From an optimization exercise on the open Yosys and OpenROAD flow, aimed at small area and a short achievable clock period; shortcuts taken in it are not production practice.
Only simulation tests tie the RTL to the original design; equivalence was not proved.
Power and IR drop assume default switching activity.

==> flow/design.v <==
module output_fifo(
  input              i_clk,
  input  [15:0]      i_we,
  input  [31:0]      i_wdata,
  output [32*16-1:0] o_taps
);
genvar i;
generate
    for (i = 0; i < 128; i = i + 1) begin : g_w
        reg [31:0] w;
    end
    for (i = 0; i < 128; i = i + 1) begin : g_sh
        if (i % 8 == 0) begin : g_wr
            always @(posedge i_clk)
                g_w[i].w <= i_we[i/8] ? i_wdata : g_w[(i+1)%128].w;
        end else begin : g_mv
            always @(posedge i_clk)
                g_w[i].w <= g_w[(i+1)%128].w;
        end
    end
    for (i = 0; i < 16; i = i + 1) begin : g_tap
        assign o_taps[32*i +: 32] = g_w[8*i+4].w;
    end
endgenerate
endmodule
module mulitiplier(
input             i_clk,
input      [31:0] i_data,
input      [31:0] i_datan,     
input      [31:0] i_acc,
output reg [31:0] o_r0,
output reg [31:0] o_r1,
output reg [31:0] o_r2
);
wire pp0 = ~(i_datan[0] | i_datan[1]);
wire pp1 = i_data[0] & i_data[2];
wire pp2 = ~(i_datan[0] | i_datan[3]);
wire pp3 = i_data[0] & i_data[4];
wire pp4 = ~(i_datan[0] | i_datan[5]);
wire pp5 = i_data[0] & i_data[6];
wire pp6 = ~(i_datan[0] | i_datan[7]);
wire pp7 = i_data[0] & i_data[8];
wire pp8 = ~(i_datan[0] | i_datan[9]);
wire pp9 = i_data[0] & i_data[10];
wire pp10 = ~(i_datan[0] | i_datan[11]);
wire pp11 = i_data[0] & i_data[12];
wire pp12 = ~(i_datan[0] | i_datan[13]);
wire pp13 = i_data[0] & i_data[14];
wire pp14 = ~(i_datan[15] | i_datan[0]);
wire pp15 = ~(i_datan[1] | i_datan[2]);
wire pp16 = i_data[1] & i_data[3];
wire pp17 = ~(i_datan[1] | i_datan[4]);
wire pp18 = i_data[1] & i_data[5];
wire pp19 = ~(i_datan[1] | i_datan[6]);
wire pp20 = i_data[1] & i_data[7];
wire pp21 = ~(i_datan[1] | i_datan[8]);
wire pp22 = i_data[1] & i_data[9];
wire pp23 = ~(i_datan[1] | i_datan[10]);
wire pp24 = i_data[1] & i_data[11];
wire pp25 = ~(i_datan[1] | i_datan[12]);
wire pp26 = i_data[1] & i_data[13];
wire pp27 = ~(i_datan[1] | i_datan[14]);
wire pp28 = i_data[15] & i_data[1];
wire pp29 = ~(i_datan[2] | i_datan[3]);
wire pp30 = i_data[2] & i_data[4];
wire pp31 = ~(i_datan[2] | i_datan[5]);
wire pp32 = i_data[2] & i_data[6];
wire pp33 = ~(i_datan[2] | i_datan[7]);
wire pp34 = i_data[2] & i_data[8];
wire pp35 = ~(i_datan[2] | i_datan[9]);
wire pp36 = i_data[2] & i_data[10];
wire pp37 = ~(i_datan[2] | i_datan[11]);
wire pp38 = i_data[2] & i_data[12];
wire pp39 = ~(i_datan[2] | i_datan[13]);
wire pp40 = i_data[2] & i_data[14];
wire pp41 = ~(i_datan[15] | i_datan[2]);
wire pp42 = ~(i_datan[3] | i_datan[4]);
wire pp43 = i_data[3] & i_data[5];
wire pp44 = ~(i_datan[3] | i_datan[6]);
wire pp45 = i_data[3] & i_data[7];
wire pp46 = ~(i_datan[3] | i_datan[8]);
wire pp47 = i_data[3] & i_data[9];
wire pp48 = ~(i_datan[3] | i_datan[10]);
wire pp49 = i_data[3] & i_data[11];
wire pp50 = ~(i_datan[3] | i_datan[12]);
wire pp51 = i_data[3] & i_data[13];
wire pp52 = ~(i_datan[3] | i_datan[14]);
wire pp53 = i_data[15] & i_data[3];
wire pp54 = ~(i_datan[4] | i_datan[5]);
wire pp55 = i_data[4] & i_data[6];
wire pp56 = ~(i_datan[4] | i_datan[7]);
wire pp57 = i_data[4] & i_data[8];
wire pp58 = ~(i_datan[4] | i_datan[9]);
wire pp59 = i_data[4] & i_data[10];
wire pp60 = ~(i_datan[4] | i_datan[11]);
wire pp61 = i_data[4] & i_data[12];
wire pp62 = ~(i_datan[4] | i_datan[13]);
wire pp63 = i_data[4] & i_data[14];
wire pp64 = ~(i_datan[15] | i_datan[4]);
wire pp65 = ~(i_datan[5] | i_datan[6]);
wire pp66 = i_data[5] & i_data[7];
wire pp67 = ~(i_datan[5] | i_datan[8]);
wire pp68 = i_data[5] & i_data[9];
wire pp69 = ~(i_datan[5] | i_datan[10]);
wire pp70 = i_data[5] & i_data[11];
wire pp71 = ~(i_datan[5] | i_datan[12]);
wire pp72 = i_data[5] & i_data[13];
wire pp73 = ~(i_datan[5] | i_datan[14]);
wire pp74 = i_data[15] & i_data[5];
wire pp75 = ~(i_datan[6] | i_datan[7]);
wire pp76 = i_data[6] & i_data[8];
wire pp77 = ~(i_datan[6] | i_datan[9]);
wire pp78 = i_data[6] & i_data[10];
wire pp79 = ~(i_datan[6] | i_datan[11]);
wire pp80 = i_data[6] & i_data[12];
wire pp81 = ~(i_datan[6] | i_datan[13]);
wire pp82 = i_data[6] & i_data[14];
wire pp83 = ~(i_datan[15] | i_datan[6]);
wire pp84 = ~(i_datan[7] | i_datan[8]);
wire pp85 = i_data[7] & i_data[9];
wire pp86 = ~(i_datan[7] | i_datan[10]);
wire pp87 = i_data[7] & i_data[11];
wire pp88 = ~(i_datan[7] | i_datan[12]);
wire pp89 = i_data[7] & i_data[13];
wire pp90 = ~(i_datan[7] | i_datan[14]);
wire pp91 = i_data[15] & i_data[7];
wire pp92 = ~(i_datan[8] | i_datan[9]);
wire pp93 = i_data[8] & i_data[10];
wire pp94 = ~(i_datan[8] | i_datan[11]);
wire pp95 = i_data[8] & i_data[12];
wire pp96 = ~(i_datan[8] | i_datan[13]);
wire pp97 = i_data[8] & i_data[14];
wire pp98 = ~(i_datan[15] | i_datan[8]);
wire pp99 = ~(i_datan[9] | i_datan[10]);
wire pp100 = i_data[9] & i_data[11];
wire pp101 = ~(i_datan[9] | i_datan[12]);
wire pp102 = i_data[9] & i_data[13];
wire pp103 = ~(i_datan[9] | i_datan[14]);
wire pp104 = i_data[15] & i_data[9];
wire pp105 = ~(i_datan[10] | i_datan[11]);
wire pp106 = i_data[10] & i_data[12];
wire pp107 = ~(i_datan[10] | i_datan[13]);
wire pp108 = i_data[10] & i_data[14];
wire pp109 = ~(i_datan[15] | i_datan[10]);
wire pp110 = ~(i_datan[11] | i_datan[12]);
wire pp111 = i_data[11] & i_data[13];
wire pp112 = ~(i_datan[11] | i_datan[14]);
wire pp113 = i_data[15] & i_data[11];
wire pp114 = ~(i_datan[12] | i_datan[13]);
wire pp115 = i_data[12] & i_data[14];
wire pp116 = ~(i_datan[15] | i_datan[12]);
wire pp117 = ~(i_datan[13] | i_datan[14]);
wire pp118 = i_data[15] & i_data[13];
wire pp119 = ~(i_datan[15] | i_datan[14]);
wire pp120 = ~(i_datan[16] | i_datan[17]);
wire pp121 = i_data[16] & i_data[18];
wire pp122 = ~(i_datan[16] | i_datan[19]);
wire pp123 = i_data[16] & i_data[20];
wire pp124 = ~(i_datan[16] | i_datan[21]);
wire pp125 = i_data[16] & i_data[22];
wire pp126 = ~(i_datan[16] | i_datan[23]);
wire pp127 = i_data[16] & i_data[24];
wire pp128 = ~(i_datan[16] | i_datan[25]);
wire pp129 = i_data[16] & i_data[26];
wire pp130 = ~(i_datan[16] | i_datan[27]);
wire pp131 = i_data[16] & i_data[28];
wire pp132 = ~(i_datan[16] | i_datan[29]);
wire pp133 = i_data[16] & i_data[30];
wire pp134 = ~(i_datan[31] | i_datan[16]);
wire pp135 = ~(i_datan[17] | i_datan[18]);
wire pp136 = i_data[17] & i_data[19];
wire pp137 = ~(i_datan[17] | i_datan[20]);
wire pp138 = i_data[17] & i_data[21];
wire pp139 = ~(i_datan[17] | i_datan[22]);
wire pp140 = i_data[17] & i_data[23];
wire pp141 = ~(i_datan[17] | i_datan[24]);
wire pp142 = i_data[17] & i_data[25];
wire pp143 = ~(i_datan[17] | i_datan[26]);
wire pp144 = i_data[17] & i_data[27];
wire pp145 = ~(i_datan[17] | i_datan[28]);
wire pp146 = i_data[17] & i_data[29];
wire pp147 = ~(i_datan[17] | i_datan[30]);
wire pp148 = i_data[31] & i_data[17];
wire pp149 = ~(i_datan[18] | i_datan[19]);
wire pp150 = i_data[18] & i_data[20];
wire pp151 = ~(i_datan[18] | i_datan[21]);
wire pp152 = i_data[18] & i_data[22];
wire pp153 = ~(i_datan[18] | i_datan[23]);
wire pp154 = i_data[18] & i_data[24];
wire pp155 = ~(i_datan[18] | i_datan[25]);
wire pp156 = i_data[18] & i_data[26];
wire pp157 = ~(i_datan[18] | i_datan[27]);
wire pp158 = i_data[18] & i_data[28];
wire pp159 = ~(i_datan[18] | i_datan[29]);
wire pp160 = i_data[18] & i_data[30];
wire pp161 = ~(i_datan[31] | i_datan[18]);
wire pp162 = ~(i_datan[19] | i_datan[20]);
wire pp163 = i_data[19] & i_data[21];
wire pp164 = ~(i_datan[19] | i_datan[22]);
wire pp165 = i_data[19] & i_data[23];
wire pp166 = ~(i_datan[19] | i_datan[24]);
wire pp167 = i_data[19] & i_data[25];
wire pp168 = ~(i_datan[19] | i_datan[26]);
wire pp169 = i_data[19] & i_data[27];
wire pp170 = ~(i_datan[19] | i_datan[28]);
wire pp171 = i_data[19] & i_data[29];
wire pp172 = ~(i_datan[19] | i_datan[30]);
wire pp173 = i_data[31] & i_data[19];
wire pp174 = ~(i_datan[20] | i_datan[21]);
wire pp175 = i_data[20] & i_data[22];
wire pp176 = ~(i_datan[20] | i_datan[23]);
wire pp177 = i_data[20] & i_data[24];
wire pp178 = ~(i_datan[20] | i_datan[25]);
wire pp179 = i_data[20] & i_data[26];
wire pp180 = ~(i_datan[20] | i_datan[27]);
wire pp181 = i_data[20] & i_data[28];
wire pp182 = ~(i_datan[20] | i_datan[29]);
wire pp183 = i_data[20] & i_data[30];
wire pp184 = ~(i_datan[31] | i_datan[20]);
wire pp185 = ~(i_datan[21] | i_datan[22]);
wire pp186 = i_data[21] & i_data[23];
wire pp187 = ~(i_datan[21] | i_datan[24]);
wire pp188 = i_data[21] & i_data[25];
wire pp189 = ~(i_datan[21] | i_datan[26]);
wire pp190 = i_data[21] & i_data[27];
wire pp191 = ~(i_datan[21] | i_datan[28]);
wire pp192 = i_data[21] & i_data[29];
wire pp193 = ~(i_datan[21] | i_datan[30]);
wire pp194 = i_data[31] & i_data[21];
wire pp195 = ~(i_datan[22] | i_datan[23]);
wire pp196 = i_data[22] & i_data[24];
wire pp197 = ~(i_datan[22] | i_datan[25]);
wire pp198 = i_data[22] & i_data[26];
wire pp199 = ~(i_datan[22] | i_datan[27]);
wire pp200 = i_data[22] & i_data[28];
wire pp201 = ~(i_datan[22] | i_datan[29]);
wire pp202 = i_data[22] & i_data[30];
wire pp203 = ~(i_datan[31] | i_datan[22]);
wire pp204 = ~(i_datan[23] | i_datan[24]);
wire pp205 = i_data[23] & i_data[25];
wire pp206 = ~(i_datan[23] | i_datan[26]);
wire pp207 = i_data[23] & i_data[27];
wire pp208 = ~(i_datan[23] | i_datan[28]);
wire pp209 = i_data[23] & i_data[29];
wire pp210 = ~(i_datan[23] | i_datan[30]);
wire pp211 = i_data[31] & i_data[23];
wire pp212 = ~(i_datan[24] | i_datan[25]);
wire pp213 = i_data[24] & i_data[26];
wire pp214 = ~(i_datan[24] | i_datan[27]);
wire pp215 = i_data[24] & i_data[28];
wire pp216 = ~(i_datan[24] | i_datan[29]);
wire pp217 = i_data[24] & i_data[30];
wire pp218 = ~(i_datan[31] | i_datan[24]);
wire pp219 = ~(i_datan[25] | i_datan[26]);
wire pp220 = i_data[25] & i_data[27];
wire pp221 = ~(i_datan[25] | i_datan[28]);
wire pp222 = i_data[25] & i_data[29];
wire pp223 = ~(i_datan[25] | i_datan[30]);
wire pp224 = i_data[31] & i_data[25];
wire pp225 = ~(i_datan[26] | i_datan[27]);
wire pp226 = i_data[26] & i_data[28];
wire pp227 = ~(i_datan[26] | i_datan[29]);
wire pp228 = i_data[26] & i_data[30];
wire pp229 = ~(i_datan[31] | i_datan[26]);
wire pp230 = ~(i_datan[27] | i_datan[28]);
wire pp231 = i_data[27] & i_data[29];
wire pp232 = ~(i_datan[27] | i_datan[30]);
wire pp233 = i_data[31] & i_data[27];
wire pp234 = ~(i_datan[28] | i_datan[29]);
wire pp235 = i_data[28] & i_data[30];
wire pp236 = ~(i_datan[31] | i_datan[28]);
wire pp237 = ~(i_datan[29] | i_datan[30]);
wire pp238 = i_data[31] & i_data[29];
wire pp239 = ~(i_datan[31] | i_datan[30]);
wire t1 = i_acc[10] ^ i_data[21] ^ i_data[5];
wire t2 = (i_acc[10] & i_data[21]) | (i_acc[10] & i_data[5]) | (i_data[21] & i_data[5]);
wire t3 = i_acc[11] ^ pp109;
wire t4 = i_acc[11] & pp109;
wire t5 = i_acc[12] ^ i_data[22] ^ i_data[6];
wire t6 = (i_acc[12] & i_data[22]) | (i_acc[12] & i_data[6]) | (i_data[22] & i_data[6]);
wire t7 = pp10 ^ pp113 ^ pp130;
wire t8 = (pp10 & pp113) | (pp10 & pp130) | (pp113 & pp130);
wire t9 = pp143 ^ pp155;
wire t10 = pp143 & pp155;
wire t11 = i_acc[13] ^ pp11 ^ pp116;
wire t12 = (i_acc[13] & pp11) | (i_acc[13] & pp116) | (pp11 & pp116);
wire t13 = pp131 ^ pp144 ^ pp156;
wire t14 = (pp131 & pp144) | (pp131 & pp156) | (pp144 & pp156);
wire t15 = pp167 ^ pp177;
wire t16 = pp167 & pp177;
wire t17 = i_acc[14] ^ i_data[23] ^ i_data[7];
wire t18 = (i_acc[14] & i_data[23]) | (i_acc[14] & i_data[7]) | (i_data[23] & i_data[7]);
wire t19 = pp118 ^ pp12 ^ pp132;
wire t20 = (pp118 & pp12) | (pp118 & pp132) | (pp12 & pp132);
wire t21 = pp145 ^ pp157 ^ pp168;
wire t22 = (pp145 & pp157) | (pp145 & pp168) | (pp157 & pp168);
wire t23 = pp178 ^ pp187 ^ pp195;
wire t24 = (pp178 & pp187) | (pp178 & pp195) | (pp187 & pp195);
wire t25 = pp238 ^ pp25;
wire t26 = pp238 & pp25;
wire t27 = i_acc[15] ^ pp119 ^ pp13;
wire t28 = (i_acc[15] & pp119) | (i_acc[15] & pp13) | (pp119 & pp13);
wire t29 = pp133 ^ pp146 ^ pp158;
wire t30 = (pp133 & pp146) | (pp133 & pp158) | (pp146 & pp158);
wire t31 = pp169 ^ pp179 ^ pp188;
wire t32 = (pp169 & pp179) | (pp169 & pp188) | (pp179 & pp188);
wire t33 = pp196 ^ pp239 ^ pp26;
wire t34 = (pp196 & pp239) | (pp196 & pp26) | (pp239 & pp26);
wire t35 = pp38 ^ pp49;
wire t36 = pp38 & pp49;
wire t37 = i_acc[16] ^ i_data[24] ^ i_data[8];
wire t38 = (i_acc[16] & i_data[24]) | (i_acc[16] & i_data[8]) | (i_data[24] & i_data[8]);
wire t39 = pp147 ^ pp159 ^ pp170;
wire t40 = (pp147 & pp159) | (pp147 & pp170) | (pp159 & pp170);
wire t41 = pp180 ^ pp189 ^ pp197;
wire t42 = (pp180 & pp189) | (pp180 & pp197) | (pp189 & pp197);
wire t43 = pp204 ^ pp27 ^ pp39;
wire t44 = (pp204 & pp27) | (pp204 & pp39) | (pp27 & pp39);
wire t45 = pp50 ^ pp60;
wire t46 = pp50 & pp60;
wire t47 = i_acc[17] ^ pp160 ^ pp171;
wire t48 = (i_acc[17] & pp160) | (i_acc[17] & pp171) | (pp160 & pp171);
wire t49 = pp181 ^ pp190 ^ pp198;
wire t50 = (pp181 & pp190) | (pp181 & pp198) | (pp190 & pp198);
wire t51 = pp205 ^ pp40;
wire t52 = pp205 & pp40;
wire t53 = i_acc[18] ^ i_data[25] ^ i_data[9];
wire t54 = (i_acc[18] & i_data[25]) | (i_acc[18] & i_data[9]) | (i_data[25] & i_data[9]);
wire t55 = pp172 ^ pp182 ^ pp191;
wire t56 = (pp172 & pp182) | (pp172 & pp191) | (pp182 & pp191);
wire t57 = pp199 ^ pp206;
wire t58 = pp199 & pp206;
wire t59 = i_acc[19] ^ pp183;
wire t60 = i_acc[19] & pp183;
wire t61 = i_acc[20] ^ i_data[10];
wire t62 = i_acc[20] & i_data[10];
wire t63 = i_acc[6] ^ i_data[19] ^ i_data[3];
wire t64 = (i_acc[6] & i_data[19]) | (i_acc[6] & i_data[3]) | (i_data[19] & i_data[3]);
wire t65 = i_acc[7] ^ pp125;
wire t66 = i_acc[7] & pp125;
wire t67 = i_acc[8] ^ i_data[20] ^ i_data[4];
wire t68 = (i_acc[8] & i_data[20]) | (i_acc[8] & i_data[4]) | (i_data[20] & i_data[4]);
wire t69 = pp126 ^ pp139 ^ pp151;
wire t70 = (pp126 & pp139) | (pp126 & pp151) | (pp139 & pp151);
wire t71 = pp162 ^ pp19;
wire t72 = pp162 & pp19;
wire t73 = i_acc[9] ^ pp127 ^ pp140;
wire t74 = (i_acc[9] & pp127) | (i_acc[9] & pp140) | (pp127 & pp140);
wire t75 = pp152 ^ pp163 ^ pp20;
wire t76 = (pp152 & pp163) | (pp152 & pp20) | (pp163 & pp20);
wire t77 = pp218 ^ pp32;
wire t78 = pp218 & pp32;
wire t79 = pp104 ^ pp128 ^ pp141;
wire t80 = (pp104 & pp128) | (pp104 & pp141) | (pp128 & pp141);
wire t81 = pp153 ^ pp164 ^ pp174;
wire t82 = (pp153 & pp164) | (pp153 & pp174) | (pp164 & pp174);
wire t83 = pp21 ^ pp224 ^ pp33;
wire t84 = (pp21 & pp224) | (pp21 & pp33) | (pp224 & pp33);
wire t85 = pp44 ^ pp54;
wire t86 = pp44 & pp54;
wire t87 = pp129 ^ pp142 ^ pp154;
wire t88 = (pp129 & pp142) | (pp129 & pp154) | (pp142 & pp154);
wire t89 = pp165 ^ pp175 ^ pp22;
wire t90 = (pp165 & pp175) | (pp165 & pp22) | (pp175 & pp22);
wire t91 = pp229 ^ pp34 ^ pp45;
wire t92 = (pp229 & pp34) | (pp229 & pp45) | (pp34 & pp45);
wire t93 = pp55 ^ pp9 ^ t2;
wire t94 = (pp55 & pp9) | (pp55 & t2) | (pp9 & t2);
wire t95 = pp166 ^ pp176 ^ pp185;
wire t96 = (pp166 & pp176) | (pp166 & pp185) | (pp176 & pp185);
wire t97 = pp23 ^ pp233 ^ pp35;
wire t98 = (pp23 & pp233) | (pp23 & pp35) | (pp233 & pp35);
wire t99 = pp46 ^ pp56 ^ pp65;
wire t100 = (pp46 & pp56) | (pp46 & pp65) | (pp56 & pp65);
wire t101 = t4 ^ t5 ^ t7;
wire t102 = (t4 & t5) | (t4 & t7) | (t5 & t7);
wire t103 = pp186 ^ pp236 ^ pp24;
wire t104 = (pp186 & pp236) | (pp186 & pp24) | (pp236 & pp24);
wire t105 = pp36 ^ pp47 ^ pp57;
wire t106 = (pp36 & pp47) | (pp36 & pp57) | (pp47 & pp57);
wire t107 = pp66 ^ t10 ^ t11;
wire t108 = (pp66 & t10) | (pp66 & t11) | (t10 & t11);
wire t109 = t13 ^ t15 ^ t6;
wire t110 = (t13 & t15) | (t13 & t6) | (t15 & t6);
wire t111 = pp37 ^ pp48 ^ pp58;
wire t112 = (pp37 & pp48) | (pp37 & pp58) | (pp48 & pp58);
wire t113 = pp67 ^ pp75 ^ t12;
wire t114 = (pp67 & pp75) | (pp67 & t12) | (pp75 & t12);
wire t115 = t14 ^ t16 ^ t17;
wire t116 = (t14 & t16) | (t14 & t17) | (t16 & t17);
wire t117 = t19 ^ t21 ^ t23;
wire t118 = (t19 & t21) | (t19 & t23) | (t21 & t23);
wire t119 = pp59 ^ pp68 ^ pp76;
wire t120 = (pp59 & pp68) | (pp59 & pp76) | (pp68 & pp76);
wire t121 = t18 ^ t20 ^ t22;
wire t122 = (t18 & t20) | (t18 & t22) | (t20 & t22);
wire t123 = t24 ^ t26 ^ t27;
wire t124 = (t24 & t26) | (t24 & t27) | (t26 & t27);
wire t125 = t29 ^ t31 ^ t33;
wire t126 = (t29 & t31) | (t29 & t33) | (t31 & t33);
wire t127 = pp69 ^ pp77 ^ pp84;
wire t128 = (pp69 & pp77) | (pp69 & pp84) | (pp77 & pp84);
wire t129 = t28 ^ t30 ^ t32;
wire t130 = (t28 & t30) | (t28 & t32) | (t30 & t32);
wire t131 = t34 ^ t36 ^ t37;
wire t132 = (t34 & t36) | (t34 & t37) | (t36 & t37);
wire t133 = t39 ^ t41 ^ t43;
wire t134 = (t39 & t41) | (t39 & t43) | (t41 & t43);
wire t135 = pp51 ^ pp61 ^ pp70;
wire t136 = (pp51 & pp61) | (pp51 & pp70) | (pp61 & pp70);
wire t137 = pp78 ^ pp85 ^ t38;
wire t138 = (pp78 & pp85) | (pp78 & t38) | (pp85 & t38);
wire t139 = t40 ^ t42 ^ t44;
wire t140 = (t40 & t42) | (t40 & t44) | (t42 & t44);
wire t141 = t46 ^ t47 ^ t49;
wire t142 = (t46 & t47) | (t46 & t49) | (t47 & t49);
wire t143 = pp212 ^ pp52 ^ pp62;
wire t144 = (pp212 & pp52) | (pp212 & pp62) | (pp52 & pp62);
wire t145 = pp71 ^ pp79 ^ pp86;
wire t146 = (pp71 & pp79) | (pp71 & pp86) | (pp79 & pp86);
wire t147 = pp92 ^ t48 ^ t50;
wire t148 = (pp92 & t48) | (pp92 & t50) | (t48 & t50);
wire t149 = t52 ^ t53 ^ t55;
wire t150 = (t52 & t53) | (t52 & t55) | (t53 & t55);
wire t151 = pp192 ^ pp200 ^ pp207;
wire t152 = (pp192 & pp200) | (pp192 & pp207) | (pp200 & pp207);
wire t153 = pp213 ^ pp63 ^ pp72;
wire t154 = (pp213 & pp63) | (pp213 & pp72) | (pp63 & pp72);
wire t155 = pp80 ^ pp87 ^ pp93;
wire t156 = (pp80 & pp87) | (pp80 & pp93) | (pp87 & pp93);
wire t157 = t54 ^ t56 ^ t58;
wire t158 = (t54 & t56) | (t54 & t58) | (t56 & t58);
wire t159 = i_data[26] ^ pp193 ^ pp201;
wire t160 = (i_data[26] & pp193) | (i_data[26] & pp201) | (pp193 & pp201);
wire t161 = pp208 ^ pp214 ^ pp219;
wire t162 = (pp208 & pp214) | (pp208 & pp219) | (pp214 & pp219);
wire t163 = pp73 ^ pp81 ^ pp88;
wire t164 = (pp73 & pp81) | (pp73 & pp88) | (pp81 & pp88);
wire t165 = pp94 ^ pp99 ^ t60;
wire t166 = (pp94 & pp99) | (pp94 & t60) | (pp99 & t60);
wire t167 = i_acc[21] ^ pp100 ^ pp202;
wire t168 = (i_acc[21] & pp100) | (i_acc[21] & pp202) | (pp100 & pp202);
wire t169 = pp209 ^ pp215 ^ pp220;
wire t170 = (pp209 & pp215) | (pp209 & pp220) | (pp215 & pp220);
wire t171 = pp82 ^ pp89;
wire t172 = pp82 & pp89;
wire t173 = i_acc[22] ^ i_data[11] ^ i_data[27];
wire t174 = (i_acc[22] & i_data[11]) | (i_acc[22] & i_data[27]) | (i_data[11] & i_data[27]);
wire t175 = pp101 ^ pp105 ^ pp210;
wire t176 = (pp101 & pp105) | (pp101 & pp210) | (pp105 & pp210);
wire t177 = pp216 ^ pp221;
wire t178 = pp216 & pp221;
wire t179 = i_acc[23] ^ pp102;
wire t180 = i_acc[23] & pp102;
wire t181 = i_acc[24] ^ i_data[12];
wire t182 = i_acc[24] & i_data[12];
wire t183 = i_acc[2] ^ i_data[17];
wire t184 = i_acc[2] & i_data[17];
wire t185 = i_acc[4] ^ i_data[18] ^ i_data[2];
wire t186 = (i_acc[4] & i_data[18]) | (i_acc[4] & i_data[2]) | (i_data[18] & i_data[2]);
wire t187 = pp122 ^ pp135;
wire t188 = pp122 & pp135;
wire t189 = i_acc[5] ^ pp123 ^ pp136;
wire t190 = (i_acc[5] & pp123) | (i_acc[5] & pp136) | (pp123 & pp136);
wire t191 = pp16 ^ pp184;
wire t192 = pp16 & pp184;
wire t193 = pp124 ^ pp137 ^ pp149;
wire t194 = (pp124 & pp137) | (pp124 & pp149) | (pp137 & pp149);
wire t195 = pp17 ^ pp194 ^ pp29;
wire t196 = (pp17 & pp194) | (pp17 & pp29) | (pp194 & pp29);
wire t197 = pp4 ^ pp74;
wire t198 = pp4 & pp74;
wire t199 = pp138 ^ pp150 ^ pp18;
wire t200 = (pp138 & pp150) | (pp138 & pp18) | (pp150 & pp18);
wire t201 = pp203 ^ pp30 ^ pp5;
wire t202 = (pp203 & pp30) | (pp203 & pp5) | (pp30 & pp5);
wire t203 = pp83 ^ t64 ^ t65;
wire t204 = (pp83 & t64) | (pp83 & t65) | (t64 & t65);
wire t205 = pp211 ^ pp31 ^ pp42;
wire t206 = (pp211 & pp31) | (pp211 & pp42) | (pp31 & pp42);
wire t207 = pp6 ^ pp91 ^ t66;
wire t208 = (pp6 & pp91) | (pp6 & t66) | (pp91 & t66);
wire t209 = t67 ^ t69 ^ t71;
wire t210 = (t67 & t69) | (t67 & t71) | (t69 & t71);
wire t211 = pp43 ^ pp7 ^ pp98;
wire t212 = (pp43 & pp7) | (pp43 & pp98) | (pp7 & pp98);
wire t213 = t68 ^ t70 ^ t72;
wire t214 = (t68 & t70) | (t68 & t72) | (t70 & t72);
wire t215 = t73 ^ t75 ^ t77;
wire t216 = (t73 & t75) | (t73 & t77) | (t75 & t77);
wire t217 = pp8 ^ t1 ^ t74;
wire t218 = (pp8 & t1) | (pp8 & t74) | (t1 & t74);
wire t219 = t76 ^ t78 ^ t79;
wire t220 = (t76 & t78) | (t76 & t79) | (t78 & t79);
wire t221 = t81 ^ t83 ^ t85;
wire t222 = (t81 & t83) | (t81 & t85) | (t83 & t85);
wire t223 = t3 ^ t80 ^ t82;
wire t224 = (t3 & t80) | (t3 & t82) | (t80 & t82);
wire t225 = t84 ^ t86 ^ t87;
wire t226 = (t84 & t86) | (t84 & t87) | (t86 & t87);
wire t227 = t89 ^ t91 ^ t93;
wire t228 = (t89 & t91) | (t89 & t93) | (t91 & t93);
wire t229 = t88 ^ t9 ^ t90;
wire t230 = (t88 & t9) | (t88 & t90) | (t9 & t90);
wire t231 = t92 ^ t95 ^ t97;
wire t232 = (t92 & t95) | (t92 & t97) | (t95 & t97);
wire t233 = t99 ^ t101 ^ t94;
wire t234 = (t99 & t101) | (t99 & t94) | (t101 & t94);
wire t235 = t100 ^ t103 ^ t105;
wire t236 = (t100 & t103) | (t100 & t105) | (t103 & t105);
wire t237 = t8 ^ t96 ^ t98;
wire t238 = (t8 & t96) | (t8 & t98) | (t96 & t98);
wire t239 = t102 ^ t107 ^ t109;
wire t240 = (t102 & t107) | (t102 & t109) | (t107 & t109);
wire t241 = t104 ^ t106 ^ t111;
wire t242 = (t104 & t106) | (t104 & t111) | (t106 & t111);
wire t243 = t25 ^ t108 ^ t110;
wire t244 = (t25 & t108) | (t25 & t110) | (t108 & t110);
wire t245 = t113 ^ t115 ^ t117;
wire t246 = (t113 & t115) | (t113 & t117) | (t115 & t117);
wire t247 = t112 ^ t119 ^ t35;
wire t248 = (t112 & t119) | (t112 & t35) | (t119 & t35);
wire t249 = t114 ^ t116 ^ t118;
wire t250 = (t114 & t116) | (t114 & t118) | (t116 & t118);
wire t251 = t121 ^ t123 ^ t125;
wire t252 = (t121 & t123) | (t121 & t125) | (t123 & t125);
wire t253 = t120 ^ t127 ^ t45;
wire t254 = (t120 & t127) | (t120 & t45) | (t127 & t45);
wire t255 = t122 ^ t124 ^ t126;
wire t256 = (t122 & t124) | (t122 & t126) | (t124 & t126);
wire t257 = t129 ^ t131 ^ t133;
wire t258 = (t129 & t131) | (t129 & t133) | (t131 & t133);
wire t259 = t128 ^ t135 ^ t51;
wire t260 = (t128 & t135) | (t128 & t51) | (t135 & t51);
wire t261 = t130 ^ t132 ^ t134;
wire t262 = (t130 & t132) | (t130 & t134) | (t132 & t134);
wire t263 = t137 ^ t139 ^ t141;
wire t264 = (t137 & t139) | (t137 & t141) | (t139 & t141);
wire t265 = t136 ^ t143 ^ t145;
wire t266 = (t136 & t143) | (t136 & t145) | (t143 & t145);
wire t267 = t57 ^ t138 ^ t140;
wire t268 = (t57 & t138) | (t57 & t140) | (t138 & t140);
wire t269 = t142 ^ t147 ^ t149;
wire t270 = (t142 & t147) | (t142 & t149) | (t147 & t149);
wire t271 = t144 ^ t146 ^ t151;
wire t272 = (t144 & t146) | (t144 & t151) | (t146 & t151);
wire t273 = t153 ^ t155 ^ t59;
wire t274 = (t153 & t155) | (t153 & t59) | (t155 & t59);
wire t275 = t148 ^ t150 ^ t157;
wire t276 = (t148 & t150) | (t148 & t157) | (t150 & t157);
wire t277 = t152 ^ t154 ^ t156;
wire t278 = (t152 & t154) | (t152 & t156) | (t154 & t156);
wire t279 = t159 ^ t161 ^ t163;
wire t280 = (t159 & t161) | (t159 & t163) | (t161 & t163);
wire t281 = t61 ^ t158 ^ t165;
wire t282 = (t61 & t158) | (t61 & t165) | (t158 & t165);
wire t283 = pp95 ^ t160 ^ t162;
wire t284 = (pp95 & t160) | (pp95 & t162) | (t160 & t162);
wire t285 = t164 ^ t167 ^ t169;
wire t286 = (t164 & t167) | (t164 & t169) | (t167 & t169);
wire t287 = t171 ^ t62 ^ t166;
wire t288 = (t171 & t62) | (t171 & t166) | (t62 & t166);
wire t289 = pp225 ^ pp90 ^ pp96;
wire t290 = (pp225 & pp90) | (pp225 & pp96) | (pp90 & pp96);
wire t291 = t168 ^ t170 ^ t172;
wire t292 = (t168 & t170) | (t168 & t172) | (t170 & t172);
wire t293 = t173 ^ t175 ^ t177;
wire t294 = (t173 & t175) | (t173 & t177) | (t175 & t177);
wire t295 = pp106 ^ pp217 ^ pp222;
wire t296 = (pp106 & pp217) | (pp106 & pp222) | (pp217 & pp222);
wire t297 = pp226 ^ pp97 ^ t174;
wire t298 = (pp226 & pp97) | (pp226 & t174) | (pp97 & t174);
wire t299 = t176 ^ t178 ^ t179;
wire t300 = (t176 & t178) | (t176 & t179) | (t178 & t179);
wire t301 = i_data[28] ^ pp103 ^ pp107;
wire t302 = (i_data[28] & pp103) | (i_data[28] & pp107) | (pp103 & pp107);
wire t303 = pp110 ^ pp223 ^ pp227;
wire t304 = (pp110 & pp223) | (pp110 & pp227) | (pp223 & pp227);
wire t305 = pp230 ^ t180 ^ t181;
wire t306 = (pp230 & t180) | (pp230 & t181) | (t180 & t181);
wire t307 = i_acc[25] ^ pp108 ^ pp111;
wire t308 = (i_acc[25] & pp108) | (i_acc[25] & pp111) | (pp108 & pp111);
wire t309 = pp228 ^ pp231;
wire t310 = pp228 & pp231;
wire t311 = i_acc[26] ^ i_data[13] ^ i_data[29];
wire t312 = (i_acc[26] & i_data[13]) | (i_acc[26] & i_data[29]) | (i_data[13] & i_data[29]);
wire t313 = pp112 ^ pp114;
wire t314 = pp112 & pp114;
wire t315 = i_acc[0] ^ i_data[0];
wire t316 = i_acc[0] & i_data[0];
wire t317 = i_data[1] ^ pp0 ^ pp120;
wire t318 = (i_data[1] & pp0) | (i_data[1] & pp120) | (pp0 & pp120);
wire t319 = i_acc[3] ^ pp1 ^ pp121;
wire t320 = (i_acc[3] & pp1) | (i_acc[3] & pp121) | (pp1 & pp121);
wire t321 = pp161 ^ pp41;
wire t322 = pp161 & pp41;
wire t323 = pp15 ^ pp173 ^ pp2;
wire t324 = (pp15 & pp173) | (pp15 & pp2) | (pp173 & pp2);
wire t325 = pp53 ^ t185 ^ t187;
wire t326 = (pp53 & t185) | (pp53 & t187) | (t185 & t187);
wire t327 = pp3 ^ pp64 ^ t186;
wire t328 = (pp3 & pp64) | (pp3 & t186) | (pp64 & t186);
wire t329 = t188 ^ t189 ^ t191;
wire t330 = (t188 & t189) | (t188 & t191) | (t189 & t191);
wire t331 = t190 ^ t192 ^ t193;
wire t332 = (t190 & t192) | (t190 & t193) | (t192 & t193);
wire t333 = t195 ^ t197 ^ t63;
wire t334 = (t195 & t197) | (t195 & t63) | (t197 & t63);
wire t335 = t194 ^ t196 ^ t198;
wire t336 = (t194 & t196) | (t194 & t198) | (t196 & t198);
wire t337 = t199 ^ t201 ^ t203;
wire t338 = (t199 & t201) | (t199 & t203) | (t201 & t203);
wire t339 = t200 ^ t202 ^ t205;
wire t340 = (t200 & t202) | (t200 & t205) | (t202 & t205);
wire t341 = t204 ^ t207 ^ t209;
wire t342 = (t204 & t207) | (t204 & t209) | (t207 & t209);
wire t343 = t206 ^ t211 ^ t208;
wire t344 = (t206 & t211) | (t206 & t208) | (t211 & t208);
wire t345 = t210 ^ t213 ^ t215;
wire t346 = (t210 & t213) | (t210 & t215) | (t213 & t215);
wire t347 = t212 ^ t214 ^ t216;
wire t348 = (t212 & t214) | (t212 & t216) | (t214 & t216);
wire t349 = t217 ^ t219 ^ t221;
wire t350 = (t217 & t219) | (t217 & t221) | (t219 & t221);
wire t351 = t218 ^ t220 ^ t222;
wire t352 = (t218 & t220) | (t218 & t222) | (t220 & t222);
wire t353 = t223 ^ t225 ^ t227;
wire t354 = (t223 & t225) | (t223 & t227) | (t225 & t227);
wire t355 = t224 ^ t226 ^ t229;
wire t356 = (t224 & t226) | (t224 & t229) | (t226 & t229);
wire t357 = t231 ^ t228 ^ t233;
wire t358 = (t231 & t228) | (t231 & t233) | (t228 & t233);
wire t359 = t230 ^ t232 ^ t235;
wire t360 = (t230 & t232) | (t230 & t235) | (t232 & t235);
wire t361 = t237 ^ t234 ^ t239;
wire t362 = (t237 & t234) | (t237 & t239) | (t234 & t239);
wire t363 = t236 ^ t238 ^ t241;
wire t364 = (t236 & t238) | (t236 & t241) | (t238 & t241);
wire t365 = t240 ^ t243 ^ t245;
wire t366 = (t240 & t243) | (t240 & t245) | (t243 & t245);
wire t367 = t242 ^ t247 ^ t244;
wire t368 = (t242 & t247) | (t242 & t244) | (t247 & t244);
wire t369 = t246 ^ t249 ^ t251;
wire t370 = (t246 & t249) | (t246 & t251) | (t249 & t251);
wire t371 = t248 ^ t253 ^ t250;
wire t372 = (t248 & t253) | (t248 & t250) | (t253 & t250);
wire t373 = t252 ^ t255 ^ t257;
wire t374 = (t252 & t255) | (t252 & t257) | (t255 & t257);
wire t375 = t254 ^ t259 ^ t256;
wire t376 = (t254 & t259) | (t254 & t256) | (t259 & t256);
wire t377 = t258 ^ t261 ^ t263;
wire t378 = (t258 & t261) | (t258 & t263) | (t261 & t263);
wire t379 = t260 ^ t265 ^ t262;
wire t380 = (t260 & t265) | (t260 & t262) | (t265 & t262);
wire t381 = t264 ^ t267 ^ t269;
wire t382 = (t264 & t267) | (t264 & t269) | (t267 & t269);
wire t383 = t266 ^ t271 ^ t273;
wire t384 = (t266 & t271) | (t266 & t273) | (t271 & t273);
wire t385 = t268 ^ t270 ^ t275;
wire t386 = (t268 & t270) | (t268 & t275) | (t270 & t275);
wire t387 = t272 ^ t274 ^ t277;
wire t388 = (t272 & t274) | (t272 & t277) | (t274 & t277);
wire t389 = t279 ^ t276 ^ t281;
wire t390 = (t279 & t276) | (t279 & t281) | (t276 & t281);
wire t391 = t278 ^ t280 ^ t283;
wire t392 = (t278 & t280) | (t278 & t283) | (t280 & t283);
wire t393 = t285 ^ t282 ^ t287;
wire t394 = (t285 & t282) | (t285 & t287) | (t282 & t287);
wire t395 = t289 ^ t284 ^ t286;
wire t396 = (t289 & t284) | (t289 & t286) | (t284 & t286);
wire t397 = t291 ^ t293 ^ t288;
wire t398 = (t291 & t293) | (t291 & t288) | (t293 & t288);
wire t399 = t290 ^ t295 ^ t292;
wire t400 = (t290 & t295) | (t290 & t292) | (t295 & t292);
wire t401 = t294 ^ t297 ^ t299;
wire t402 = (t294 & t297) | (t294 & t299) | (t297 & t299);
wire t403 = t296 ^ t301 ^ t303;
wire t404 = (t296 & t301) | (t296 & t303) | (t301 & t303);
wire t405 = t298 ^ t300 ^ t305;
wire t406 = (t298 & t300) | (t298 & t305) | (t300 & t305);
wire t407 = t182 ^ t302 ^ t304;
wire t408 = (t182 & t302) | (t182 & t304) | (t302 & t304);
wire t409 = t307 ^ t309 ^ t306;
wire t410 = (t307 & t309) | (t307 & t306) | (t309 & t306);
wire t411 = pp232 ^ pp234 ^ t308;
wire t412 = (pp232 & pp234) | (pp232 & t308) | (pp234 & t308);
wire t413 = t310 ^ t311 ^ t313;
wire t414 = (t310 & t311) | (t310 & t313) | (t311 & t313);
wire t415 = i_acc[27] ^ pp115 ^ pp235;
wire t416 = (i_acc[27] & pp115) | (i_acc[27] & pp235) | (pp115 & pp235);
wire t417 = t312 ^ t314;
wire t418 = t312 & t314;
wire t419 = i_acc[28] ^ i_data[14] ^ i_data[30];
wire t420 = (i_acc[28] & i_data[14]) | (i_acc[28] & i_data[30]) | (i_data[14] & i_data[30]);
wire t421 = pp117 ^ pp237;
wire t422 = pp117 & pp237;
wire t423 = i_data[15] ^ i_data[16];
wire t424 = i_data[15] & i_data[16];
wire t425 = i_acc[1] ^ pp134 ^ pp14;
wire t426 = (i_acc[1] & pp134) | (i_acc[1] & pp14) | (pp134 & pp14);
wire t427 = pp148 ^ pp28 ^ t183;
wire t428 = (pp148 & pp28) | (pp148 & t183) | (pp28 & t183);
wire t429 = t184 ^ t318 ^ t319;
wire t430 = (t184 & t318) | (t184 & t319) | (t318 & t319);
wire t431 = t320 ^ t322 ^ t323;
wire t432 = (t320 & t322) | (t320 & t323) | (t322 & t323);
wire t433 = t324 ^ t326 ^ t327;
wire t434 = (t324 & t326) | (t324 & t327) | (t326 & t327);
wire t435 = t328 ^ t330 ^ t331;
wire t436 = (t328 & t330) | (t328 & t331) | (t330 & t331);
wire t437 = t332 ^ t334 ^ t335;
wire t438 = (t332 & t334) | (t332 & t335) | (t334 & t335);
wire t439 = t336 ^ t339 ^ t338;
wire t440 = (t336 & t339) | (t336 & t338) | (t339 & t338);
wire t441 = t340 ^ t342 ^ t343;
wire t442 = (t340 & t342) | (t340 & t343) | (t342 & t343);
wire t443 = t344 ^ t346 ^ t347;
wire t444 = (t344 & t346) | (t344 & t347) | (t346 & t347);
wire t445 = t348 ^ t350 ^ t351;
wire t446 = (t348 & t350) | (t348 & t351) | (t350 & t351);
wire t447 = t352 ^ t355 ^ t354;
wire t448 = (t352 & t355) | (t352 & t354) | (t355 & t354);
wire t449 = t356 ^ t359 ^ t358;
wire t450 = (t356 & t359) | (t356 & t358) | (t359 & t358);
wire t451 = t360 ^ t363 ^ t362;
wire t452 = (t360 & t363) | (t360 & t362) | (t363 & t362);
wire t453 = t364 ^ t366 ^ t367;
wire t454 = (t364 & t366) | (t364 & t367) | (t366 & t367);
wire t455 = t368 ^ t370 ^ t371;
wire t456 = (t368 & t370) | (t368 & t371) | (t370 & t371);
wire t457 = t372 ^ t374 ^ t375;
wire t458 = (t372 & t374) | (t372 & t375) | (t374 & t375);
wire t459 = t376 ^ t378 ^ t379;
wire t460 = (t376 & t378) | (t376 & t379) | (t378 & t379);
wire t461 = t383 ^ t380 ^ t382;
wire t462 = (t383 & t380) | (t383 & t382) | (t380 & t382);
wire t463 = t384 ^ t387 ^ t386;
wire t464 = (t384 & t387) | (t384 & t386) | (t387 & t386);
wire t465 = t388 ^ t391 ^ t390;
wire t466 = (t388 & t391) | (t388 & t390) | (t391 & t390);
wire t467 = t392 ^ t395 ^ t394;
wire t468 = (t392 & t395) | (t392 & t394) | (t395 & t394);
wire t469 = t396 ^ t399 ^ t401;
wire t470 = (t396 & t399) | (t396 & t401) | (t399 & t401);
wire t471 = t403 ^ t400 ^ t402;
wire t472 = (t403 & t400) | (t403 & t402) | (t400 & t402);
wire t473 = t404 ^ t407 ^ t406;
wire t474 = (t404 & t407) | (t404 & t406) | (t407 & t406);
wire t475 = t408 ^ t411 ^ t413;
wire t476 = (t408 & t411) | (t408 & t413) | (t411 & t413);
wire t477 = t415 ^ t412 ^ t414;
wire t478 = (t415 & t412) | (t415 & t414) | (t412 & t414);
wire t479 = t416 ^ t419 ^ t421;
wire t480 = (t416 & t419) | (t416 & t421) | (t419 & t421);
wire t481 = i_acc[29] ^ t420;
wire t482 = i_acc[29] & t420;
always @(posedge i_clk) begin
    o_r0 <= {i_acc[31], t482, t480, t478, t476, t474, t472, t470, t468, t466, t464, t462, t460, t458, t456, t454, t452, t450, t448, t446, t444, t442, t440, t438, t436, t434, t432, t430, t428, t426, t424, t423};
    o_r1 <= {1'b0, i_acc[30], t481, t479, t477, t475, t473, t471, t469, t467, t465, t463, t461, t459, t457, t455, t453, t451, t449, t447, t445, t443, t441, t439, t437, t435, t433, t431, t429, t427, t425, i_data[31]};
    o_r2 <= {1'b0, 1'b0, t422, t418, t417, t410, t409, t405, t398, t397, t393, t389, t385, t381, t377, t373, t369, t365, t361, t357, t353, t349, t345, t341, t337, t333, t329, t325, t321, t317, t316, t315};
end
endmodule
module output_ctrl(
input         i_clk,
input         i_rst_n,
input         i_done,         
input         i_busy,
output        o_fire,
output [3:0]  o_oj,
input  [29:0] i_rd,
input         i_cap,
input  [29:0] i_sum,
output [31:0] o_data,
output reg    o_data_valid,
input         i_data_ready
);
reg         act;                
reg  [6:0]  rc;                 
reg  [6:0]  ooff;               
reg         fe;                 
reg  [29:0] od;
wire        xfer = o_data_valid & i_data_ready & ~fe;    
assign      o_fire = act & ~o_data_valid & ~fe & ~i_busy & (ooff[2:0] == 3'd0);
assign      o_oj   = ooff[6:3];
always @(posedge i_clk) begin
    if (!i_rst_n) begin
        act          <= 1'b0;
        rc           <= 7'd0;
        ooff         <= 7'd123;
        fe           <= 1'b0;
        o_data_valid <= 1'b0;
    end else begin
        fe <= o_fire;
        if (fe)
            o_data_valid <= 1'b1;
        else if (xfer) begin
            o_data_valid <= 1'b0;
            rc <= rc + 7'd1;
            if (rc == 7'd127)
                act <= 1'b0;
        end
        if (!xfer)
            ooff <= ooff - 7'd1;
        if (i_done) begin
            act          <= 1'b1;
            o_data_valid <= 1'b1;
        end
    end
    od <= fe ? i_rd : i_cap ? i_sum : od;
end
assign o_data = {od[29], od[29], od};
endmodule
module fft_computer(
input        i_clk,
input        i_rst_n,
input        i_data_valid,
input [31:0] i_data,
output       o_data_ready,
output       o_data_valid,
output [31:0]o_data,
input        i_data_ready
);
assign o_data_ready = 1'b1;
wire [31:0] din = {i_data[31], i_data[30:16] ^ {15{i_data[31]}},
                   i_data[15], i_data[14:0]  ^ {15{i_data[15]}}};
reg  [31:0] dl [1:7];
reg  [7:1]  dv;
wire [7:0]  dva = {dv, i_data_valid};    
reg [8:0]  pc;                  
reg [6:0]  off;                 
wire       take = (|dva) & (off[2:0] == 3'd0);
wire [7:0] old;                 
genvar k;
generate
    for (k = 0; k < 8; k = k + 1) begin : g_old
        if (k == 7) begin : g_top
            assign old[k] = dva[k];
        end else begin : g_low
            assign old[k] = dva[k] & ~(|dva[7:k+1]);
        end
    end
endgenerate
reg [31:0] psel;
integer m;
always @(*) begin
    psel = din & {32{old[0]}};
    for (m = 1; m < 8; m = m + 1)
        psel = psel | (dl[m] & {32{old[m]}});
end
wire [8:0] pc_n  = take ? pc + 9'd1 : pc;
wire [6:0] off_n = take ? off : off - 7'd1;
wire       busy  = (off_n[2:0] == 3'd0) & (pc_n[8:7] != 2'd0);    
wire       fire;                
wire [3:0] oj;                  
reg        go1, cap1, racc;
reg [3:0]  j1;
reg [15:0] rsel;                
reg [31:0] pd, pdn;             
always @(posedge i_clk) begin
    dl[1] <= din;
    for (m = 2; m < 8; m = m + 1)
        dl[m] <= dl[m-1];
    if (!i_rst_n) begin
        dv   <= 7'd0;
        pc   <= 9'd0;
        off  <= 7'd124;
        go1  <= 1'b0;
        cap1 <= 1'b0;
        racc <= 1'b0;
        rsel <= 16'd0;
    end else begin
        dv <= dva[6:0] & ~(old[6:0] & {7{take}});
        pc   <= pc_n;
        off  <= off_n;
        go1  <= take;
        cap1 <= take & (pc == 9'd384);
        racc <= busy;
        rsel <= busy ? (16'd1 << off_n[6:3]) : fire ? (16'd1 << oj) : 16'd0;
    end
    j1 <= off[6:3];
    pd  <= psel;
    pdn <= ~psel;
end
wire [32*16-1:0] rtap;           
reg  [31:0]      rdm;
always @(*) begin
    rdm = 32'd0;
    for (m = 0; m < 16; m = m + 1)
        rdm = rdm | (rtap[32*m +: 32] & {32{rsel[m]}});
end
reg  [31:0]      rd;             
always @(posedge i_clk)
    rd <= rdm & {32{racc}};
wire [31:0] pr0, pr1, pr2;      
mulitiplier mult (
    .i_clk(i_clk),
    .i_data(pd),
    .i_datan(pdn),
    .i_acc(rd),
    .o_r0(pr0),
    .o_r1(pr1),
    .o_r2(pr2)
);
wire [31:0] cx = pr0 ^ pr1 ^ pr2;
wire [31:0] cy = {(pr0[30:0] & pr1[30:0]) | (pr0[30:0] & pr2[30:0]) | (pr1[30:0] & pr2[30:0]), 1'b0};
wire [15:0] slo_w;
wire        c16_w;
adder16 add_lo (
    .i_a(cx[15:0]),
    .i_b(cy[15:0]),
    .i_c(1'b0),
    .o_s(slo_w),
    .o_c(c16_w)
);
reg        go2, go3, cap2, cap3;
reg [3:0]  j2, j3;
reg [15:0] slo, xhi, yhi;
reg        c16;
always @(posedge i_clk) begin
    go2  <= i_rst_n & go1;
    cap2 <= i_rst_n & cap1;
    j2   <= j1;
    go3  <= i_rst_n & go2;
    cap3 <= i_rst_n & cap2;
    j3   <= j2;
    slo  <= slo_w;
    c16  <= c16_w;
    xhi  <= cx[31:16];
    yhi  <= cy[31:16];
end
wire [15:0] shi;
adder16 add_hi (
    .i_a(xhi),
    .i_b(yhi),
    .i_c(c16),
    .o_s(shi),
    .o_c()
);
wire [31:0] sum = {shi, slo};
wire [15:0] we = go3 ? (16'd1 << j3) : 16'd0;
output_fifo ring (
    .i_clk(i_clk),
    .i_we(we),
    .i_wdata(sum),
    .o_taps(rtap)
);
output_ctrl ctrl (
    .i_clk(i_clk),
    .i_rst_n(i_rst_n),
    .i_done(take & (pc == 9'd511)),
    .i_busy(busy),
    .o_fire(fire),
    .o_oj(oj),
    .i_rd(rdm[31:2]),
    .i_cap(cap3),
    .i_sum(sum[31:2]),
    .o_data(o_data),
    .o_data_valid(o_data_valid),
    .i_data_ready(i_data_ready)
);
endmodule
module adder16(
input  [15:0] i_a,
input  [15:0] i_b,
input         i_c,
output [15:0] o_s,
output        o_c
);
wire [15:0] g [0:4];
wire [15:0] p [0:4];
wire [15:0] h = i_a ^ i_b;
assign g[0] = (i_a & i_b) | {15'd0, h[0] & i_c};
assign p[0] = h;
genvar l, i;
generate
    for (l = 0; l < 4; l = l + 1) begin : g_lvl
        for (i = 0; i < 16; i = i + 1) begin : g_bit
            if (i >= (1 << l)) begin : g_op
                assign g[l+1][i] = g[l][i] | (p[l][i] & g[l][i-(1<<l)]);
                assign p[l+1][i] = p[l][i] & p[l][i-(1<<l)];
            end else begin : g_pass
                assign g[l+1][i] = g[l][i];
                assign p[l+1][i] = p[l][i];
            end
        end
    end
endgenerate
assign o_s = h ^ {g[4][14:0], i_c};
assign o_c = g[4][15];
endmodule
==> flow/flow/run.sh <==
#!/bin/bash
# The standard layout, except that the port buffers are buf_2 cells rather
# than the delay cells buffer_ports picks by default.  Every port still gets
# its buffer.  make's full output goes to flow.log; ORFS keeps each step's log
# under orfs/logs/.
set -euo pipefail
export BUFFER_PORTS_ARGS="-buffer_cell sky130_fd_sc_hd__buf_2"
bash ./standard.sh > flow.log 2>&1
==> flow/standard.sh <==
#!/bin/bash
# synth_recipe.tcl (not shown) runs the flow's synth.tcl, then flattens the netlist and writes it again
# the make line also repeats each setting of config.mk as NAME=value (left out here)
make -C /OpenROAD-flow-scripts/flow DESIGN_CONFIG=/design/flow/config.mk WORK_HOME=/design/flow/orfs CLKGATE_MAP_FILE= SYNTH_SCRIPT=/design/flow/synth_recipe.tcl "${@:-finish}"
==> flow/config.mk <==
export PLATFORM = sky130hd
export DESIGN_NAME = fft_computer
export DESIGN_NICKNAME = fft_computer
export VERILOG_FILES = /design/flow/design.v
export SDC_FILE = /design/flow/constraint.sdc
export NUM_CORES = 4
export LEC_CHECK = 0
export CAP_MARGIN = 20
export CORE_MARGIN = 2
export CORE_UTILIZATION = 75
export CTS_CLUSTER_DIAMETER = 80
export CTS_CLUSTER_SIZE = 16
export SLEW_MARGIN = 20
==> flow/constraint.sdc <==
create_clock -name core_clock -period 10.0 [get_ports {i_clk}]
set_input_delay 2.0000 -clock core_clock [delete_from_list [all_inputs] [get_ports {i_clk}]]
set_output_delay 2.0000 -clock core_clock [all_outputs]
set_load 0.01 [all_outputs]
==> results of run 1 <==
-- power by group through the flow --
stage	registers [µW]	logic (µW)	clock network (µW)
detailed placement	20300	3300	0
global placement	20300	3230	0
floorplan	19900	2250	0
-- worst max-delay path by stage --
stage,start,endpoint,depth (start not counted)
detailed placement,i_data_valid,rsel[0]$_SDFF_PN0_,7
global placement,i_data_valid,rsel[12]$_SDFF_PN0_,7
floorplan,i_data[15],pd[10]$_DFF_P_,5
-- cells by family after synthesis --
kind of cell / count (synthesis)
flip-flops: 4663
XOR/XNOR: 75
other: 1
AO/OA/AOI/OAI: 735
AND/OR/NAND/NOR: 1483
buffers and inverters: 563
adder cells (fa/ha/maj): 312
multiplexers: 156
-- per-stage QoR --
stage	setup slack [ns]	area [µm²]	utilization (%)	power [µW]
after floorplan	6.34	116000	-	22100
after global placement	6.01	118000	77.1	23500
after detailed placement	6.01	118000	77.1	23600
==> metrics.yaml, run 1 <==
status: "aborted with a tool error"
stop_stage: "clock tree synthesis"
tool.error: "[ERROR DPL-0033] detailed placement checks failed during check placement."
ys_async_sr_fraction_pct: 0
num_rows: 144
synth_area_leaders: "dfxtp_1 80%, fa_1 4.2%, nand2_1 2.7%, mux2_2 1.3%, a22oi_1 1.1%"
port_buffers: 68
die_h_um: 397
dpl.hpwl_mm: 150
synthCells: 7988
synth-main-ff-cell: "dfxtp_1"
yosys.area_share.simple_pct: 5.74
synth_compound_area_share_pct: 4.53
synth_area_mm2: 0.116
htree_levels: 5
synth_top_area_share_pct: 80.1
synth.most_common_cell: "dfxtp_1"
root_buffer: "clkbuf_16"
synth_area_per_cell_um2: 14.5
cts_sinks: 4663
seq_area_frac_synth_pct: 80.9
ios: 70
ys_top_cells_by_count: "4633 x dfxtp_1, 832 x nand2_1, 293 x inv_1, 244 x fa_1, 225 x clkbuf_1"
synthXorXnorAreaFrac_pct: 0.567
cts_made_buffers: 345
initial_utilization_pct: 75.3
ys_warn_count: 6
cts_resized: 0
synth_fa_ha_area_share_pct: 4.95
post-synth-top-area-cell: "dfxtp_1"
die-width_um: 397
ctsLongestPathBuffers: 4
muxShareOfSynthArea_pct: 1.49
synth_top_family_by_area: "simple AND/OR/NAND/NOR gates"
holdBufCountCts: 0
synth_cell_types: 78
syn-num-nets: 8336
cts_setup_buffers: 0
yosys_register_bits: 4663
synth_edf_count: 30
place.gp.congestion: 0.891
dp_cells: 9892
==> run 2, diff against run 1 <==
--- a/flow/config.mk
+++ b/flow/config.mk
@@ -7,7 +7,7 @@
 export LEC_CHECK = 0
 export CAP_MARGIN = 20
 export CORE_MARGIN = 2
-export CORE_UTILIZATION = 75
+export CORE_UTILIZATION = 72
 export CTS_CLUSTER_DIAMETER = 80
-export CTS_CLUSTER_SIZE = 16
+export CTS_CLUSTER_SIZE = 18
 export SLEW_MARGIN = 20
==> run 2 against run 1 <==
Now clean on timing, DRC and antenna. Synthesized cell count unchanged. Synthesized area unchanged.
==> metrics.yaml, run 2 <==
status: "finished clean"
final_common_cell: "dfxtp_1"
synth_area_per_cell_um2: 14.5  # unchanged
min_path_cells: 0
fill_cells: 8587
fin_area_mm2: 0.127
worstHoldPathType: "reg2reg"
area_growth_pct: 9.54
drc_errors: 0
synthCells: 7988  # unchanged
syn-num-nets: 8336  # unchanged
cts_tree: "done"
swShare_pct: 25.1
drt_first_pass_iters: 6
cts_setup_buffers: 0  # unchanged
synth-main-ff-cell: "dfxtp_1"
cts_sinks: 4663  # unchanged
cp_max_fo: 1
synthXorXnorAreaFrac_pct: 0.567  # unchanged
antenna_found_initial: 11
cpMaxStageDelayCell: "edfxtp_1"
regMostFlops: "ring.g_w.w"
slowest_delay_ns: 0.48
max_freq_mhz: 278
muxShareOfSynthArea_pct: 1.49  # unchanged
finClkSkew_ns: 0.0851
synth.most_common_cell: "dfxtp_1"
fin_setup_tns_ns: 0
final_layout_size_suffix_gt1_share_pct: 8.75
critical_path_class: "reg2out"
ff2ff_setup_slack_ns: 6.57
ys_top_cells_by_count: "4633 x dfxtp_1, 832 x nand2_1, 293 x inv_1, 244 x fa_1, 225 x clkbuf_1"
power.switching_uw: 8730
synth_cell_types: 78  # unchanged
die-width_um: 405  # +2.0%
hold_start: "j2[1]$_DFF_P_"
combPwrFrac_pct: 9.6
most-common-layout-cells: "4614 x dfxtp_1, 820 x nand2_1, 319 x clkbuf_16, 293 x inv_1, 244 x fa_1"
cp_cell_sequence: "buf_2"
rr_worst_depth: 7
root_buffer: "clkbuf_16"
powerDensity_mw_per_mm2: 275
cap_violations: 0
end_kind: "primary output"
synth_top_family_by_area: "simple AND/OR/NAND/NOR gates"
path_buf_inv: 1
post-synth-top-area-cell: "dfxtp_1"
port_buffers: 68  # unchanged
min_period_ns: 3.60
synth_area_leaders: "dfxtp_1 80%, fa_1 4.2%, nand2_1 2.7%, mux2_2 1.3%, a22oi_1 1.1%"
period_share_pct: 36.0
seq_area_frac_synth_pct: 80.9  # unchanged
rr_endpoint: "mult.o_r1[14]$_DFF_P_"
place_area_mm2: 0.119  # +0.16%
ys_warn_count: 6  # unchanged
clk-insertion-delay-late_ns: 0.95
cp.required_ns: 8.00
ir_worst_vdd_v: 0.000290
die_area_mm2: 0.164
power_frac_seq_pct: 57.2
largest_register_ffs: 4096
grt_pass1_wl_mm: 386
initial_utilization_pct: 72.3  # -3.1 points
post-route-util_pct: 79.2
multi_input_area_mm2: 0.0203
holdBufCountCts: 0  # unchanged
htree_levels: 5  # unchanged
relSlewSlack_pct: 7.31
ctsLongestPathBuffers: 4  # unchanged
p_leak_uw: 0.0524
hold_violations: 0
grt_pass1_vias: 59300
r2r-start: "pd[12]$_DFF_P_"
final_nets: 8510
rsz0062_at_grt: "false"
ant_nets: 0
place.gp.congestion: 0.868  # -2.6%
cp_top_family: "flip-flops"
whs_ns: 0.265
worstMarginPinSlew_ns: 1.39
regArea_mm2: 0.0937
synth_area_mm2: 0.116  # unchanged
wl_mm: 264
core_area_mm2: 0.160
grt_start_max_net_pins: 69
synth_compound_area_share_pct: 4.53  # unchanged
maxSlewViolCount: 0
clk_pin_slew_ns: 0.07
cp-start-kind: "flip-flop"
die_h_um: 405  # +2.0%
cts_resized: 0  # unchanged
yosys.area_share.simple_pct: 5.74  # unchanged
whs_endpoint: "j3[1]$_DFF_P_"
gr-total-overflow: 0
power.internal_uw: 26100
synth_edf_count: 30  # unchanged
wire_per_inst_um: 25.5
synth_fa_ha_area_share_pct: 4.95  # unchanged
ios: 70  # unchanged
cts_made_buffers: 312  # -9.6%
num_vias: 56500
yosys_register_bits: 4663  # unchanged
synth_top_area_share_pct: 80.1  # unchanged
grt_use_total_pct: 32.5
num_rows: 147  # +2.1%
layout_setup_ws_ns: 6.40
drtIter0Drc: 4816
dpl.hpwl_mm: 147  # -1.6%
setup_viol: 0
place_ws_ns: 5.94  # -0.0698 ns
clockPowerShare_pct: 33.2
avgViaCountPerCell: 5.45
arrival_ns: 1.60
reg_top3: "ring.g_w.w x4096, dl x224"
ys_async_sr_fraction_pct: 0  # unchanged
[run 2: cell counts after synthesis]
Identical to the previous run, type by type.
[run 2: power groups by stage]
stage	sequential, µW	combinational [µW]	clock (µW)
detailed placement	20300	3340	0
global placement	20300	3260	0
CTS	19900	3360	11600
finish	19900	3350	11600
floorplan	19900	2250	0
global route	20000	3740	12300
[run 2: cell type report]
| class | count | share of cell area (%) |
|---|---|---|
| Clock buffer | 343 | 6.36 |
| Multi-Input combinational cell | 2762 | 16.0 |
| Antenna cell | 4 | 0.00789 |
| Timing Repair Buffer | 130 | 0.635 |
| Tap cell | 2160 | 2.13 |
| Sequential cell | 4663 | 73.9 |
| Clock inverter | 15 | 0.119 |
| Inverter | 293 | 0.867 |
[run 2: logic make-up (layout without fill, tap and decap cells)]
logic type,after synthesis,count (layout)
mux,156,156
fa+ha+maj,312,312
buf+inv,563,781
compound gates,735,735
simple gates,1483,1483
other cells,1,5
flops,4663,4663
xor+xnor,75,75
[run 2: metal layers]
layer	global-route usage, %	up-vias	wire length, µm
li1	-	25800	-
met5	0	-	27
met4	11.0	4	8980
met2	51.6	1664	122000
met3	5.13	534	15600
met1	46.1	28500	118000
[run 2: worst max path at each step]
| stage | endpoint | cells past startpoint | from | slack [ns] |
|---|---|---|---|---|
| final | o_data[27] | 1 | ctrl.od[27]$_DFFE_PP_ | 6.40 |
| after global routing | o_data[27] | 1 | ctrl.od[27]$_DFFE_PP_ | 6.35 |
| after CTS | o_data[27] | 1 | ctrl.od[27]$_DFFE_PP_ | 6.35 |
| after detailed placement | rsel[2]$_SDFF_PN0_ | 7 | i_data_valid | 5.94 |
| after global placement | rsel[12]$_SDFF_PN0_ | 7 | i_data_valid | 6.04 |
| after floorplan | pd[10]$_DFF_P_ | 5 | i_data[15] | 6.34 |
[run 2: through the flow]
stage	cells	total power, µW
final	10400	34800
after detailed placement	10000	23700
after global placement	10000	23600
after global routing	10400	36000
after floorplan	7988	22100
after CTS	10400	34900
==> run 3, diff against run 2 <==
--- a/flow/config.mk
+++ b/flow/config.mk
@@ -7,7 +7,7 @@
 export LEC_CHECK = 0
 export CAP_MARGIN = 20
 export CORE_MARGIN = 2
-export CORE_UTILIZATION = 72
+export CORE_UTILIZATION = 70
 export CTS_CLUSTER_DIAMETER = 80
-export CTS_CLUSTER_SIZE = 18
+export CTS_CLUSTER_SIZE = 22
 export SLEW_MARGIN = 20
==> run 3 against run 2 <==
Final area fell by 1.4%. Sequential cell count did not move. Sequential power barely moved. Critical path depth did not move. Combinational power rose by 1%. Power fell by 4.9%. Critical endpoint is now o_data[20]. First-iteration DRC count fell by 0.23%. Largest cell class unchanged.
==> metrics.yaml, run 3 <==
ios: 70  # unchanged
p_leak_uw: 0.0515  # -1.7%
syn-num-nets: 8336  # unchanged
ff2ff_setup_slack_ns: 6.51  # -0.06 ns
drtIter0Drc: 4805  # -0.23%
yosys_register_bits: 4663  # unchanged
min_path_cells: 0  # unchanged
cap_violations: 0  # unchanged
fin_setup_tns_ns: 0  # unchanged
setup_viol: 0  # unchanged
reg_top3: "ring.g_w.w x4096, dl x224"
wire_per_inst_um: 24.5  # -4.1%
power.switching_uw: 8420  # -3.6%
place_area_mm2: 0.119  # about the same
maxSlewViolCount: 0  # unchanged
synth_cell_types: 78  # unchanged
final_nets: 8439  # -0.83%
regMostFlops: "ring.g_w.w"
arrival_ns: 1.54  # -0.06 ns
clk-insertion-delay-late_ns: 0.88  # -0.07 ns
grt_use_total_pct: 30.1  # -2.4 points
most-common-layout-cells: "4614 x dfxtp_1, 820 x nand2_1, 293 x inv_1, 244 x fa_1, 237 x clkbuf_16"
cp_cell_sequence: "buf_2"
end_kind: "primary output"
dpl.hpwl_mm: 147  # about the same
min_period_ns: 3.54  # -0.0621 ns
num_rows: 149  # +1.4%
total_power_uw: 33100  # -4.9%
worstMarginPinSlew_ns: 1.14  # -0.241 ns
multi_input_area_mm2: 0.0203  # +0.10%
synthCells: 7988  # unchanged
rsz0062_at_grt: "false"
seq_area_frac_synth_pct: 80.9  # unchanged
period_share_pct: 35.4  # -0.62 points
grt_pass1_vias: 56200  # -5.1%
gr-total-overflow: 0  # unchanged
synth-main-ff-cell: "dfxtp_1"
rr_worst_depth: 10  # +3
cts_tree: "done"
cts_setup_buffers: 0  # unchanged
synth_edf_count: 30  # unchanged
place.gp.congestion: 0.860  # -0.92%
synth_area_mm2: 0.116  # unchanged
powerDensity_mw_per_mm2: 265  # -3.6%
drt_first_pass_iters: 5  # -1
synth_top_area_share_pct: 80.1  # unchanged
fin_area_mm2: 0.125  # -1.4%
swShare_pct: 25.4  # +0.35 points
synth_area_per_cell_um2: 14.5  # unchanged
max_freq_mhz: 283  # +1.8%
cpMaxStageDelayCell: "edfxtp_1"
avgViaCountPerCell: 5.35  # -1.8%
worstHoldPathType: "reg2reg"
clk_pin_slew_ns: 0.09  # +0.02 ns
regArea_mm2: 0.0937  # about the same
relSlewSlack_pct: 23.7  # +16 points
ys_async_sr_fraction_pct: 0  # unchanged
cp_top_family: "flip-flops"
grt_start_max_net_pins: 69  # unchanged
ctsLongestPathBuffers: 3  # -1
die-width_um: 411  # +1.4%
synth.most_common_cell: "dfxtp_1"
largest_register_ffs: 4096  # unchanged
critical_path_class: "reg2out"
cts_made_buffers: 233  # -25%
ys_warn_count: 6  # unchanged
slowest_delay_ns: 0.48  # about the same
gr-usage-met1_pct: 44.2  # -1.9 points
power_frac_seq_pct: 60.1  # +2.9 points
antenna_found_initial: 8  # -3
status: "finished clean"
[run 3: logic make-up (layout without fill, tap and decap cells)]
logic type | after synthesis | in the layout | synth area share (%)
AO/OA/AOI/OAI | 735 | 735 | 4.53
XOR/XNOR | 75 | 75 | 0.567
adder cells (fa/ha/maj) | 312 | 312 | 4.95
buffers and inverters | 563 | 709 | 1.84
flip-flops | 4663 | 4663 | 80.9
multiplexers | 156 | 156 | 1.49
other | 1 | 9 | 0.00324
AND/OR/NAND/NOR | 1483 | 1483 | 5.74
[run 3: cell type report]
| type | count | area share [%] |
|---|---|---|
| Sequential cell | 4663 | 74.9 |
| Multi-Input combinational cell | 2762 | 16.2 |
| Clock buffer | 257 | 4.81 |
| Tap cell | 2189 | 2.19 |
| Inverter | 293 | 0.879 |
| Timing Repair Buffer | 138 | 0.698 |
| Clock inverter | 21 | 0.275 |
| Antenna cell | 8 | 0.0160 |
[run 3: metal layers]
metal	part of all wire (%)	wire [µm]	vias to the layer above
met3	5.3	13400	349
met4	2.3	5870	0
met5	0	0	-
li1	-	-	25700
met1	46	117000	27900
met2	46	117000	1367
[run 3: per-stage QoR]
stage                     cells  setup WS [ns]
after global routing      10300           6.39
final                     10300           6.46
after floorplan            7988           6.34
after global placement    10000           6.03
after CTS                 10300           6.38
after detailed placement  10000           5.95
[run 3: worst max-delay path by stage]
stage,start,to,slack (ns),cells past startpoint
final,ctrl.od[20]$_DFFE_PP_,o_data[20],6.46,1
after global routing,ctrl.od[28]$_DFFE_PP_,o_data[28],6.39,1
after CTS,ctrl.od[28]$_DFFE_PP_,o_data[28],6.38,1
after detailed placement,i_data_valid,rsel[10]$_SDFF_PN0_,5.95,7
after global placement,i_data_valid,rsel[12]$_SDFF_PN0_,6.03,7
after floorplan,i_data[15],pd[10]$_DFF_P_,6.34,5
[run 3: power groups by stage]
stage                     Combinational (µW)  Sequential, µW  Clock (µW)
after floorplan                         2250           19900           0
after global placement                  3300           20300           0
after detailed placement                3370           20300           0
after CTS                               3390           19900        9900
after global routing                    3770           20000       10600
final                                   3390           19900        9810

[afterwards: timing with drivers on the ports]
The flow's constraints put no driver on any port. The routed layouts listed below were extracted and timed again, unchanged, in two steps.
Step 1 sets driving cells, clkbuf_16 on the clock port and buf_2 on the other inputs (assumed; they add their load-dependent delay and slew).
Step 2 times the ports against the registers' clock, not the clock port: input delays grow and output delays shrink by t, the midpoint of the rising clock arrivals with the driver on.
Three values: ideal, step 1, step 2; two values: the first two.
run	shift t [ns]	slack for setup (ns)
run 2	0.983	6.399 / 6.315 / 5.938
run 3	0.927	6.461 / 6.378 / 5.945
After both steps setup and hold are still met in every run listed.
